From an optimization exercise on the open Yosys and OpenROAD flow, aimed at small area; shortcuts taken in it are not production practice.
Function was checked by simulation only, so behaviour that the tests miss may differ from the original.
Power figures rest on the tool's default switching activity, not on a simulated workload.

==> design.v <==
module full_adder(
	output	s,
	output	co,  
	input	a,
	input	b,
	input	ci	 
);
	wire x;
	wire y;
	wire z;
	assign x = a ^ b;
	assign s = x ^ ci;
	assign y = x & ci;
	assign z = a & b;
	assign co = y | z;
endmodule
module adder32b(
	output	[31:0]	s,
	output	co,  
	input	[31:0]	a,
	input	[31:0]	b,
	input	ci	 
);
	wire [31:0] carry;
	assign co = carry[31];
		full_adder g0(
			.a(a[0]),
			.b(b[0]),
			.s(s[0]),
			.ci(ci),
			.co(carry[0])
		);
		full_adder g1(
			.a(a[1]),
			.b(b[1]),
			.s(s[1]),
			.ci(carry[0]),
			.co(carry[1])
		);
		full_adder g2(
			.a(a[2]),
			.b(b[2]),
			.s(s[2]),
			.ci(carry[1]),
			.co(carry[2])
		);
		full_adder g3(
			.a(a[3]),
			.b(b[3]),
			.s(s[3]),
			.ci(carry[2]),
			.co(carry[3])
		);
		full_adder g4(
			.a(a[4]),
			.b(b[4]),
			.s(s[4]),
			.ci(carry[3]),
			.co(carry[4])
		);
		full_adder g5(
			.a(a[5]),
			.b(b[5]),
			.s(s[5]),
			.ci(carry[4]),
			.co(carry[5])
		);
		full_adder g6(
			.a(a[6]),
			.b(b[6]),
			.s(s[6]),
			.ci(carry[5]),
			.co(carry[6])
		);
		full_adder g7(
			.a(a[7]),
			.b(b[7]),
			.s(s[7]),
			.ci(carry[6]),
			.co(carry[7])
		);
		full_adder g8(
			.a(a[8]),
			.b(b[8]),
			.s(s[8]),
			.ci(carry[7]),
			.co(carry[8])
		);
		full_adder g9(
			.a(a[9]),
			.b(b[9]),
			.s(s[9]),
			.ci(carry[8]),
			.co(carry[9])
		);
		full_adder g10(
			.a(a[10]),
			.b(b[10]),
			.s(s[10]),
			.ci(carry[9]),
			.co(carry[10])
		);
		full_adder g11(
			.a(a[11]),
			.b(b[11]),
			.s(s[11]),
			.ci(carry[10]),
			.co(carry[11])
		);
		full_adder g12(
			.a(a[12]),
			.b(b[12]),
			.s(s[12]),
			.ci(carry[11]),
			.co(carry[12])
		);
		full_adder g13(
			.a(a[13]),
			.b(b[13]),
			.s(s[13]),
			.ci(carry[12]),
			.co(carry[13])
		);
		full_adder g14(
			.a(a[14]),
			.b(b[14]),
			.s(s[14]),
			.ci(carry[13]),
			.co(carry[14])
		);
		full_adder g15(
			.a(a[15]),
			.b(b[15]),
			.s(s[15]),
			.ci(carry[14]),
			.co(carry[15])
		);
		full_adder g16(
			.a(a[16]),
			.b(b[16]),
			.s(s[16]),
			.ci(carry[15]),
			.co(carry[16])
		);
		full_adder g17(
			.a(a[17]),
			.b(b[17]),
			.s(s[17]),
			.ci(carry[16]),
			.co(carry[17])
		);
		full_adder g18(
			.a(a[18]),
			.b(b[18]),
			.s(s[18]),
			.ci(carry[17]),
			.co(carry[18])
		);
		full_adder g19(
			.a(a[19]),
			.b(b[19]),
			.s(s[19]),
			.ci(carry[18]),
			.co(carry[19])
		);
		full_adder g20(
			.a(a[20]),
			.b(b[20]),
			.s(s[20]),
			.ci(carry[19]),
			.co(carry[20])
		);
		full_adder g21(
			.a(a[21]),
			.b(b[21]),
			.s(s[21]),
			.ci(carry[20]),
			.co(carry[21])
		);
		full_adder g22(
			.a(a[22]),
			.b(b[22]),
			.s(s[22]),
			.ci(carry[21]),
			.co(carry[22])
		);
		full_adder g23(
			.a(a[23]),
			.b(b[23]),
			.s(s[23]),
			.ci(carry[22]),
			.co(carry[23])
		);
		full_adder g24(
			.a(a[24]),
			.b(b[24]),
			.s(s[24]),
			.ci(carry[23]),
			.co(carry[24])
		);
		full_adder g25(
			.a(a[25]),
			.b(b[25]),
			.s(s[25]),
			.ci(carry[24]),
			.co(carry[25])
		);
		full_adder g26(
			.a(a[26]),
			.b(b[26]),
			.s(s[26]),
			.ci(carry[25]),
			.co(carry[26])
		);
		full_adder g27(
			.a(a[27]),
			.b(b[27]),
			.s(s[27]),
			.ci(carry[26]),
			.co(carry[27])
		);
		full_adder g28(
			.a(a[28]),
			.b(b[28]),
			.s(s[28]),
			.ci(carry[27]),
			.co(carry[28])
		);
		full_adder g29(
			.a(a[29]),
			.b(b[29]),
			.s(s[29]),
			.ci(carry[28]),
			.co(carry[29])
		);
		full_adder g30(
			.a(a[30]),
			.b(b[30]),
			.s(s[30]),
			.ci(carry[29]),
			.co(carry[30])
		);
		full_adder g31(
			.a(a[31]),
			.b(b[31]),
			.s(s[31]),
			.ci(carry[30]),
			.co(carry[31])
		);
endmodule
module smv16b(
	output	[15:0]	dout_inst,
	output	reg [15:0]	dout_avg,
	input 	[15:0]	din,
	input 	run,
	input	sysrst,
	input	clk
);
	localparam [5:0] S_IDLE = 6'd28;
	localparam [5:0] S_POLL = 6'd56;
	localparam [3:0] C_0    = 4'd1;
	localparam [3:0] C_13   = 4'd8;
	reg [5:0]  t;
	reg [3:0]  c;
	reg        clr;     
	reg        pend;    
	reg [15:0] ring [0:13];
	reg [15:0] n_q, d;
	reg [19:0] acc;
	wire [15:0] tap = ring[13];
	wire [15:0] n   = ~n_q;
	wire st_poll = t[5] & t[4] & t[3];               
	wire st_f1   = t[5] & t[4] & t[0];               
	wire st_f20  = ~t[4] & t[3] & t[2] & ~t[0];      
	wire st_f34  = t[2] & t[1] & t[0];               
	wire c_is_0  = ~c[3] & ~c[2] & ~c[1];            
	wire c_is_13 = ~c[2] & ~c[1] & ~c[0];            
	wire rst   = ~sysrst;
	wire load  = st_f1;
	wire swap  = pend & c_is_0;
	wire cwrap = c_is_13;
	wire keep  = ~swap & ~clr;
	wire n_din = sysrst & load;
	wire n_tap = sysrst & swap;
	wire n_hld = sysrst & ~load & ~swap;
	wire d_new = sysrst & load;
	wire d_hld = sysrst & ~load;
	wire [5:0] t_lfsr = {t[4:0], ~(t[5] ^ t[4])};
	wire [3:0] c_lfsr = {c[2:0], ~(c[3] ^ c[2])};
	wire        init = st_f20;
	wire [19:0] opa  = ({20{init}} & {4'b0, d}) | ({20{~init}} & acc);
	wire [19:0] opb  = {4'b0, ({16{init}} & n) | ({16{~init}} & tap)};
	wire [19:0] sum;
	wire [20:0] cy;
	assign cy[0] = 1'b0;
	genvar k;
	generate
		for (k = 0; k < 20; k = k + 1) begin : g_add
			assign sum[k]  = opa[k] ^ opb[k] ^ cy[k];
			assign cy[k+1] = (opa[k] & opb[k]) | (opa[k] & cy[k]) | (opb[k] & cy[k]);
		end
	endgenerate
	assign dout_inst = d;
	integer i;
	always @(posedge clk) begin
		for (i = 13; i > 0; i = i - 1)
			ring[i] <= ring[i-1];
		ring[0] <= ({16{swap}} & n) | ({16{keep}} & tap);
	end
	always @(posedge clk) begin
		if (rst) begin
			t    <= S_IDLE;
			c    <= C_0;
			clr  <= 1'b1;
			pend <= 1'b0;
		end else begin
			if (st_f34)
				t <= S_POLL;
			else if (st_poll && !run)
				t <= S_IDLE;
			else
				t <= t_lfsr;
			if (cwrap || swap)
				c <= C_0;
			else
				c <= c_lfsr;
			if (cwrap)
				clr <= 1'b0;
			if (load)
				pend <= 1'b1;
			else if (swap)
				pend <= 1'b0;
		end
	end
	always @(posedge clk) begin
		n_q <= ~(({16{n_din}} & din) | ({16{n_tap}} & tap) | ({16{n_hld}} & n));
		d   <= ({16{d_new}} & n) | ({16{d_hld}} & d);
	end
	always @(posedge clk) begin
		acc <= sum;
		if (st_f34 && sysrst)
			dout_avg <= sum[19:4];
	end
endmodule
==> flow/run.sh <==
#!/bin/bash
# The standard ORFS layout (standard.sh) with two changes:
#  - synthesis maps the combinational logic with an area-oriented ABC script
#    (flow/abc_area.script) instead of ORFS's speed script; everything else
#    in synthesis (incl. -nofsm -noshare, flatten, rename) is unchanged, so the
#    registers are the standard synthesis's;
#  - the port buffers inserted by buffer_ports use the smallest buffer cell.
# Each tool's output goes to a log file in this folder.
set -euo pipefail
W=$(pwd)
# synthesis script: synth_recipe.tcl, sourcing a copy of ORFS's synth.tcl whose
# abc call uses our ABC script
sed 's#^  log_cmd abc {\*}\$abc_args#  set abc_args [lreplace $abc_args 1 1 '"$W"'/flow/abc_area.script]\n  log_cmd abc {*}$abc_args#' \
  "$FLOW_HOME/scripts/synth.tcl" > "$W/synth_area.tcl"
grep -q "flow/abc_area.script" "$W/synth_area.tcl"
sed "s#source \$::env(SCRIPTS_DIR)/synth.tcl#source $W/synth_area.tcl#" synth_recipe.tcl > "$W/synth_recipe_area.tcl"
grep -q "synth_area.tcl" "$W/synth_recipe_area.tcl"
sed "s#SYNTH_SCRIPT=[^ ]*#SYNTH_SCRIPT=$W/synth_recipe_area.tcl#" standard.sh > "$W/standard_area.sh"
grep -q "synth_recipe_area.tcl" "$W/standard_area.sh"
export BUFFER_PORTS_ARGS="-buffer_cell sky130_fd_sc_hd__buf_1"
export CTS_ARGS="-sink_clustering_enable -repair_clock_nets -dont_use_dummy_load -buf_list {sky130_fd_sc_hd__clkbuf_4 sky130_fd_sc_hd__clkbuf_8} -sink_clustering_buffer sky130_fd_sc_hd__clkbuf_8 -root_buf sky130_fd_sc_hd__clkbuf_4 -sink_clustering_size 19 -sink_clustering_max_diameter 60"
bash "$W/standard_area.sh" > "$W/flow_orfs.log" 2>&1
==> flow/abc_area.script <==
strash
dch -f
amap
topo
dnsize
==> standard.sh <==
#!/bin/bash
# synth_recipe.tcl (not shown) runs the flow's synth.tcl, then flattens the netlist and writes it again
# the make line also repeats each setting of config.mk as NAME=value (left out here)
make -C /OpenROAD-flow-scripts/flow DESIGN_CONFIG=/design/flow/config.mk WORK_HOME=/design/flow/orfs CLKGATE_MAP_FILE= SYNTH_SCRIPT=/design/flow/synth_recipe.tcl "${@:-finish}"
==> config.mk <==
export PLATFORM = sky130hd
export DESIGN_NAME = smv16b
export DESIGN_NICKNAME = smv16b
export VERILOG_FILES = /design/flow/design.v
export SDC_FILE = /design/flow/constraint.sdc
export NUM_CORES = 4
export LEC_CHECK = 0
export CAP_MARGIN = 20
export CORE_MARGIN = 2
export CORE_UTILIZATION = 70
export CTS_BUF_LIST = sky130_fd_sc_hd__clkbuf_8
export CTS_CLUSTER_DIAMETER = 60
export CTS_CLUSTER_SIZE = 19
export PLACE_DENSITY = 0.8
export SLEW_MARGIN = 20
==> constraint.sdc <==
create_clock -name core_clock -period 10.0 [get_ports {clk}]
set_input_delay 2.0000 -clock core_clock [delete_from_list [all_inputs] [get_ports {clk}]]
set_output_delay 2.0000 -clock core_clock [all_outputs]
set_load 0.01 [all_outputs]
==> results of run 1 <==
[routing by layer]
layer | GRT usage [%] | routed length, um | up-vias
met2 | 38.1 | 6250 | 132
met1 | 28.4 | 5230 | 1891
li1 | - | - | 1866
met3 | 4.70 | 732 | 40
met4 | 9.16 | 381 | 0
met5 | 0 | 0 | -
[worst reg2reg max path: cells and delay by family (launching register included)]
family / cells / cell delay, ns
adder cells (fa/ha/maj): 19 / 7.44
buffers and inverters: 5 / 0.60
flip-flops: 1 / 0.35
AO/OA/AOI/OAI: 3 / 0.30
AND/OR/NAND/NOR: 1 / 0.13
[through the flow]
step           instances  total power, W  util, %  hold slack (ns)
5_1_grt              731         0.00197     77.0            0.319
4_1_cts              731         0.00191     77.0            0.297
3_3_place_gp         712         0.00143     74.7            0.310
2_1_floorplan        515         0.00140        -            0.310
3_5_place_dp         712         0.00144     74.7            0.312
6_report             731         0.00189     77.0            0.309
[kinds of logic after synthesis]
group           after synthesis
compound gates               86
buf+inv                      61
simple gates                 43
fa+ha+maj                    21
flops                       304
[sequential cells by signal, summed over array words and instances (netlist names)]
| name | cells |
|---|---|
| clr | 1 |
| dout_avg | 16 |
| ring | 224 |
| d | 16 |
| t | 6 |
| n_q | 16 |
| acc | 20 |
| c | 4 |
| pend | 1 |
[area by class of cell]
type | instances | area, um2 | area share (%)
Clock buffer | 19 | 243 | 2.93
Inverter | 61 | 229 | 2.77
Multi-Input combinational cell | 150 | 1140 | 13.8
Sequential cell | 304 | 6250 | 75.5
Tap cell | 140 | 175 | 2.12
Timing Repair Buffer | 57 | 240 | 2.90
[final timing paths]
check                            startpoint            to  slack (ns)  cells past startpoint
worst max-delay path                   t[0]  dout_avg[15]        0.92                     28
worst min register to register  ring[12][7]   ring[13][7]        0.31                      0
worst max register to register         t[0]  dout_avg[15]        0.92                     28
worst min-delay path            ring[12][7]   ring[13][7]        0.31                      0
[power breakdown]
group	internal (W)	switching [W]
Combinational	0.0000480	0.0000700
Clock	0.000157	0.000320
Sequential	0.00128	0.0000183
Total	0.00149	0.000408
[placed cells by master (no fill, tap or decap), types with 3 or more instances in the layout]
cell / count
a222oi_1: 16
o21ai_0: 3
dfxtp_1: 288
fa_1: 15
o22ai_1: 50
nand3_1: 3
ha_1: 6
clkbuf_8: 16
buf_4: 7
clkbuf_4: 3
edfxtp_1: 16
buf_1: 50
nor2_1: 24
clkinv_1: 61
nand2_1: 5
a21oi_1: 16
nor2b_1: 4
==> impl_metrics.env, run 1 <==
export IMPL_syn_num_nets=555
export IMPL_mappedNetlistArea_mm2=0.00762
export IMPL_grt_pass1_wl_mm=20.1
export IMPL_drtIter0Drc=387
export IMPL_clk_pin_slew_ns=0.11
export IMPL_num_rows=38
export IMPL_hold_viol=0
export IMPL_route_detailed_wl_per_inst_um=17.2
export IMPL_synth_top_flop_cell="dfxtp_1"
export IMPL_h_tree_depth=1
export IMPL_via_per_inst=5.37
export IMPL_slew_viol_final=0
export IMPL_synth_xor_area_share_pct=0
export IMPL_nFillCells=642
export IMPL_p_leak_nw=3.14
export IMPL_ir_drop_mv=0.167
export IMPL_synthMuxAreaShare_pct=0
export IMPL_synth_top_family_by_area="compound AO/OA/AOI/OAI gates"
export IMPL_port_buffer_count=50
export IMPL_path_delay_family="adder cells"
export IMPL_fin_crit_sh_pct=90.8
export IMPL_max_stage_delay_ns=0.48
export IMPL_cts_made_buffers=19
export IMPL_cts_hold_buf=0
export IMPL_synth_adder_area_share_pct=4.93
export IMPL_end_kind="register"
export IMPL_status="complete, no violations"
export IMPL_ys_types=19
export IMPL_synth_common_cells="dfxtp_1, clkinv_1, o22ai_1, nor2_1"
export IMPL_cp_slowest_cell="fa_1"
export IMPL_placed_area_mm2=0.00803
export IMPL_synth_most_common_cell="dfxtp_1"
export IMPL_timing_setup_tns_ns=0
export IMPL_insertion_delay_ns=0.62
export IMPL_finalSetupViolCount=0
export IMPL_grt_overflow=0
export IMPL_hold_path_class="register to register"
export IMPL_preCtsSetupSlack_ns=0.915
export IMPL_dpl_hpwl_mm=8.31
export IMPL_ctsResizeCount=0
export IMPL_final_nets=633
export IMPL_ant_nets=0
export IMPL_core_mm2=0.0107
export IMPL_synth_simple_area_share_pct=2.51
export IMPL_worstPathBufferInverterCount=5
export IMPL_syn_to_final_growth_pct=8.64
export IMPL_period_minus_slack_ns=9.08
export IMPL_syn_area_per_cell_um2=14.8
export IMPL_yosys_area_top_type="dfxtp_1"
export IMPL_synth_top_area_share_pct=75.7
export IMPL_cts_tree="built"
export IMPL_drv_cap=0
export IMPL_critPathArrivalTime_ns=9.40
export IMPL_synth_edf_count=16
export IMPL_start_kind="register"
export IMPL_drt_pass1_iter_count=5
export IMPL_synthTopCellsByArea="dfxtp_1, edfxtp_1, o22ai_1, fa_1, clkinv_1"
export IMPL_fin_ws_ns=0.918
export IMPL_cts_sinks=304
export IMPL_drc_errors=0
export IMPL_rsz0062_at_grt="false"
export IMPL_num_vias=3929
export IMPL_tightest_slew_ns=0.977
export IMPL_synth_yosys_warnings=2
export IMPL_p_per_area_mw_per_mm2=229
export IMPL_start_util_pct=70.9
export IMPL_clock_path_buffers=3
export IMPL_die_w_um=108
export IMPL_grt_util_all_layers_pct=22.5
export IMPL_layout_drive_gt1_share_pct=4.40
export IMPL_ys_seq_area_share_pct=82.0
export IMPL_routed_wl_mm=12.6
export IMPL_grt_pass1_vias=4057
export IMPL_cts_root_buffer="clkbuf_4"
export IMPL_pin_count=51
export IMPL_cp_required_ns=10.32
export IMPL_crit_top_cell="fa_1"
export IMPL_crit_path_max_fanout=33
export IMPL_antenna_found_initial=0
export IMPL_max_clock_freq_mhz=110
export IMPL_place_congestion=0.901
export IMPL_die_area_mm2=0.0117
export IMPL_grt_max_degree=34
export IMPL_slew_headroom_pct=34.6
export IMPL_cts_setup_buffers=0
export IMPL_async_reset_ff_share_pct=0
export IMPL_fin_area_mm2=0.00827
export IMPL_synth_compound_area_share_pct=7.54
export IMPL_ys_ff_latch=304
export IMPL_path_class="register to register"
export IMPL_antennaDiodeCount=0
export IMPL_fp_dieH_um=108
export IMPL_finClkSkew_ns=0.0600
export IMPL_syn_inst=515
==> run 2, diff against run 1 <==
--- a/config.mk
+++ b/config.mk
@@ -11,5 +11,6 @@
 export CTS_BUF_LIST = sky130_fd_sc_hd__clkbuf_8
 export CTS_CLUSTER_DIAMETER = 60
 export CTS_CLUSTER_SIZE = 19
+export GPL_TIMING_DRIVEN = 0
 export PLACE_DENSITY = 0.8
 export SLEW_MARGIN = 20
==> run 2 against run 1 <==
Compared with the run above:
- first-iteration DRC count fell by 35%
- synthesized cell count did not move
- combinational power barely moved
- sequential share of layout area rose by 0.057 points
- critical path depth did not move
- largest power group unchanged
- highest routed layer unchanged
==> impl_metrics.env, run 2 <==
export IMPL_finClkSkew_ns=0.0185
export IMPL_h_tree_depth=1
export IMPL_ys_types=19
export IMPL_multiInputGateArea_mm2=0.00115
export IMPL_critPathArrivalTime_ns=9.93
export IMPL_async_reset_ff_share_pct=0
export IMPL_dpl_hpwl_mm=8.13
export IMPL_worstPathBufferInverterCount=5
export IMPL_power_frac_comb_pct=6.1
export IMPL_clk_pin_slew_ns=0.11
export IMPL_drc_errors=0
export IMPL_insertion_delay_ns=0.60
export IMPL_drtIter0Drc=250
export IMPL_fin_crit_sh_pct=95.8
export IMPL_crit_path_max_fanout=48
export IMPL_synth_common_cells="dfxtp_1, clkinv_1, o22ai_1, nor2_1"
export IMPL_cp_required_ns=10.35
export IMPL_cts_sinks=304
export IMPL_switching_share_pct=21.6
export IMPL_pwr_share_seq_pct=68.6
export IMPL_core_mm2=0.0107
export IMPL_grt_overflow=0
export IMPL_syn_inst=515
export IMPL_grt_max_degree=49
export IMPL_drv_cap=0
export IMPL_status="complete, no violations"
export IMPL_port_buffer_count=50
export IMPL_final_nets=629
export IMPL_via_per_inst=5.30
export IMPL_p_int_w=0.00148
export IMPL_dp_cells=707
export IMPL_routed_wl_mm=12.6
export IMPL_drt_pass1_iter_count=5
export IMPL_worstHoldStart="ring[12][11]"
export IMPL_synth_compound_area_share_pct=7.54
export IMPL_syn_area_per_cell_um2=14.8
export IMPL_path_delay_family="adder cells"
export IMPL_synth_adder_area_share_pct=4.93
export IMPL_start_util_pct=70.9
export IMPL_yosys_area_top_type="dfxtp_1"
export IMPL_finalSetupViolCount=0
export IMPL_ys_seq_area_share_pct=82.0
export IMPL_switching_power_w=0.000409
export IMPL_cts_made_buffers=19
export IMPL_grt_pass1_wl_mm=19.5
export IMPL_final_cell_mix="dfxtp_1, clkinv_1, o22ai_1, buf_1, nor2_1"
export IMPL_mappedNetlistArea_mm2=0.00762
export IMPL_pin_count=51
export IMPL_synth_most_common_cell="dfxtp_1"
export IMPL_synthMuxAreaShare_pct=0
export IMPL_synthTopCellsByArea="dfxtp_1, edfxtp_1, o22ai_1, fa_1, clkinv_1"
export IMPL_rsz0062_at_grt="false"
export IMPL_antenna_found_initial=0
export IMPL_tightest_slew_ns=0.987
export IMPL_num_rows=38
export IMPL_synth_edf_count=16
export IMPL_grt_pass1_vias=3899
export IMPL_hold_path_class="register to register"
export IMPL_p_total_w=0.00189
export IMPL_cts_tree="built"
export IMPL_p_leak_nw=3.13
export IMPL_syn_num_nets=555
export IMPL_power_frac_clock_pct=25.4
export IMPL_slew_headroom_pct=34.0
export IMPL_synth_top_flop_cell="dfxtp_1"
export IMPL_synth_top_family_by_area="compound AO/OA/AOI/OAI gates"
export IMPL_hold_worst_slack_ns=0.326
export IMPL_timing_setup_tns_ns=0
export IMPL_route_detailed_wl_per_inst_um=17.3
export IMPL_clock_path_buffers=3
export IMPL_path_class="register to register"
export IMPL_slew_viol_final=0
export IMPL_synth_xor_area_share_pct=0
export IMPL_syn_to_final_growth_pct=8.56
export IMPL_num_vias=3852
export IMPL_layout_drive_gt1_share_pct=4.60
export IMPL_largest_reg_flops=224
export IMPL_max_clock_freq_mhz=104
export IMPL_antennaDiodeCount=0
export IMPL_reg_largest_list="ring x224, acc x20"
export IMPL_p_per_area_mw_per_mm2=229
export IMPL_ant_nets=0
export IMPL_cts_root_buffer="clkbuf_4"
export IMPL_synth_simple_area_share_pct=2.51
export IMPL_synth_top_area_share_pct=75.7
export IMPL_end_kind="register"
export IMPL_start_kind="register"
export IMPL_cp_slowest_cell="fa_1"
export IMPL_crit_start="t[4]"
export IMPL_max_stage_delay_ns=0.50
export IMPL_period_minus_slack_ns=9.58
export IMPL_final_common_cell="dfxtp_1"
export IMPL_die_w_um=108
export IMPL_seqCellArea_mm2=0.00625
export IMPL_hold_viol=0
export IMPL_grt_util_all_layers_pct=22.0
export IMPL_cts_hold_buf=0
export IMPL_die_area_mm2=0.0117
export IMPL_crit_top_cell="fa_1"
export IMPL_ir_drop_mv=0.157
export IMPL_rr_startpoint="t[4]"
export IMPL_top_register="ring"
export IMPL_stdcell_count=727
export IMPL_place_congestion=0.766
export IMPL_fp_dieH_um=108
export IMPL_ys_ff_latch=304
export IMPL_synth_yosys_warnings=2
export IMPL_nFillCells=670
==> run 2: cell types whose count changed in the layout (fill, tap and decap cells not counted), sizes merged <==
cell,before,now
buf,57,53
clkinv,61,60
inv,0,1
==> run 2: through the flow <==
step           setup slack, ns  area, um2  util, %
4_1_cts                  0.299       8270     76.9
3_5_place_dp            -0.253       8020     74.6
5_1_grt                 0.0717       8270     76.9
6_report                 0.424       8270     76.9
2_1_floorplan            0.398       7620        -
3_3_place_gp            -0.947       7980     74.3
==> run 2: cell type report <==
| cell class | count | share of cell area [%] |
|---|---|---|
| Inverter | 61 | 2.80 |
| Multi-Input combinational cell | 150 | 13.9 |
| Sequential cell | 304 | 75.5 |
| Clock buffer | 19 | 2.94 |
| Tap cell | 140 | 2.12 |
| Timing Repair Buffer | 53 | 2.68 |
==> run 2: cell families (layout without fill, tap and decap cells) <==
group / Yosys count / count (layout)
flip-flops: 304 / 304
adder cells (fa/ha/maj): 21 / 21
buffers and inverters: 61 / 133
AO/OA/AOI/OAI: 86 / 86
AND/OR/NAND/NOR: 43 / 43
==> run 2: power by group through the flow <==
stage	logic, W	clock network, W	registers [W]
floorplan	0.0000784	0	0.00132
detailed placement	0.000114	0	0.00133
CTS	0.000113	0.000494	0.00130
finish	0.000115	0.000480	0.00130
global placement	0.0000988	0	0.00132
global route	0.000127	0.000539	0.00130
==> run 2: metal layers <==
metal | track usage, % | share of wire [%]
met1 | 28.6 | 43
met2 | 37.5 | 50
met3 | 4.04 | 5.2
met4 | 7.78 | 2.2
met5 | 0 | 0
==> run 2: repair_timing <==
item,CTS,global route
setup endpoints to repair,4,1
buffers inserted,1,0
resized for setup,0,1
pin swaps,1,0
==> run 2: worst paths after layout <==
check,depth (start not counted),to,slack [ns]
worst max-delay path,28,dout_avg[15],0.42
worst min-delay path,0,ring[13][11],0.33
worst max register to register,28,dout_avg[15],0.42
worst min register to register,0,ring[13][11],0.33

[what the ideal ports hide]
The results above use ideal ports. As a check the final layouts listed here were re-extracted and re-timed, cells and wires unchanged.
Step 1 assumes that a clkbuf_16 drives the clock port and a buf_2 every other input.
Step 2 also shifts input and output timing later by t, the mid clock arrival at the registers, as if the neighbouring blocks saw the same clock.
a / b / c = no drivers / after step 1 / after step 2; a / b = the first two.
| run | t (ns) | setup WS [ns] | worst slew at a driven data input, ns | pins driven straight from the clock port |
|---|---|---|---|---|
| run 1 | 0.621 | 0.918 / 0.918 / 0.918 | 0.03 | 1 |
| run 2 | 0.626 | 0.424 / 0.424 / 0.424 | 0.04 | 1 |
After both steps setup and hold are still met in every run listed.
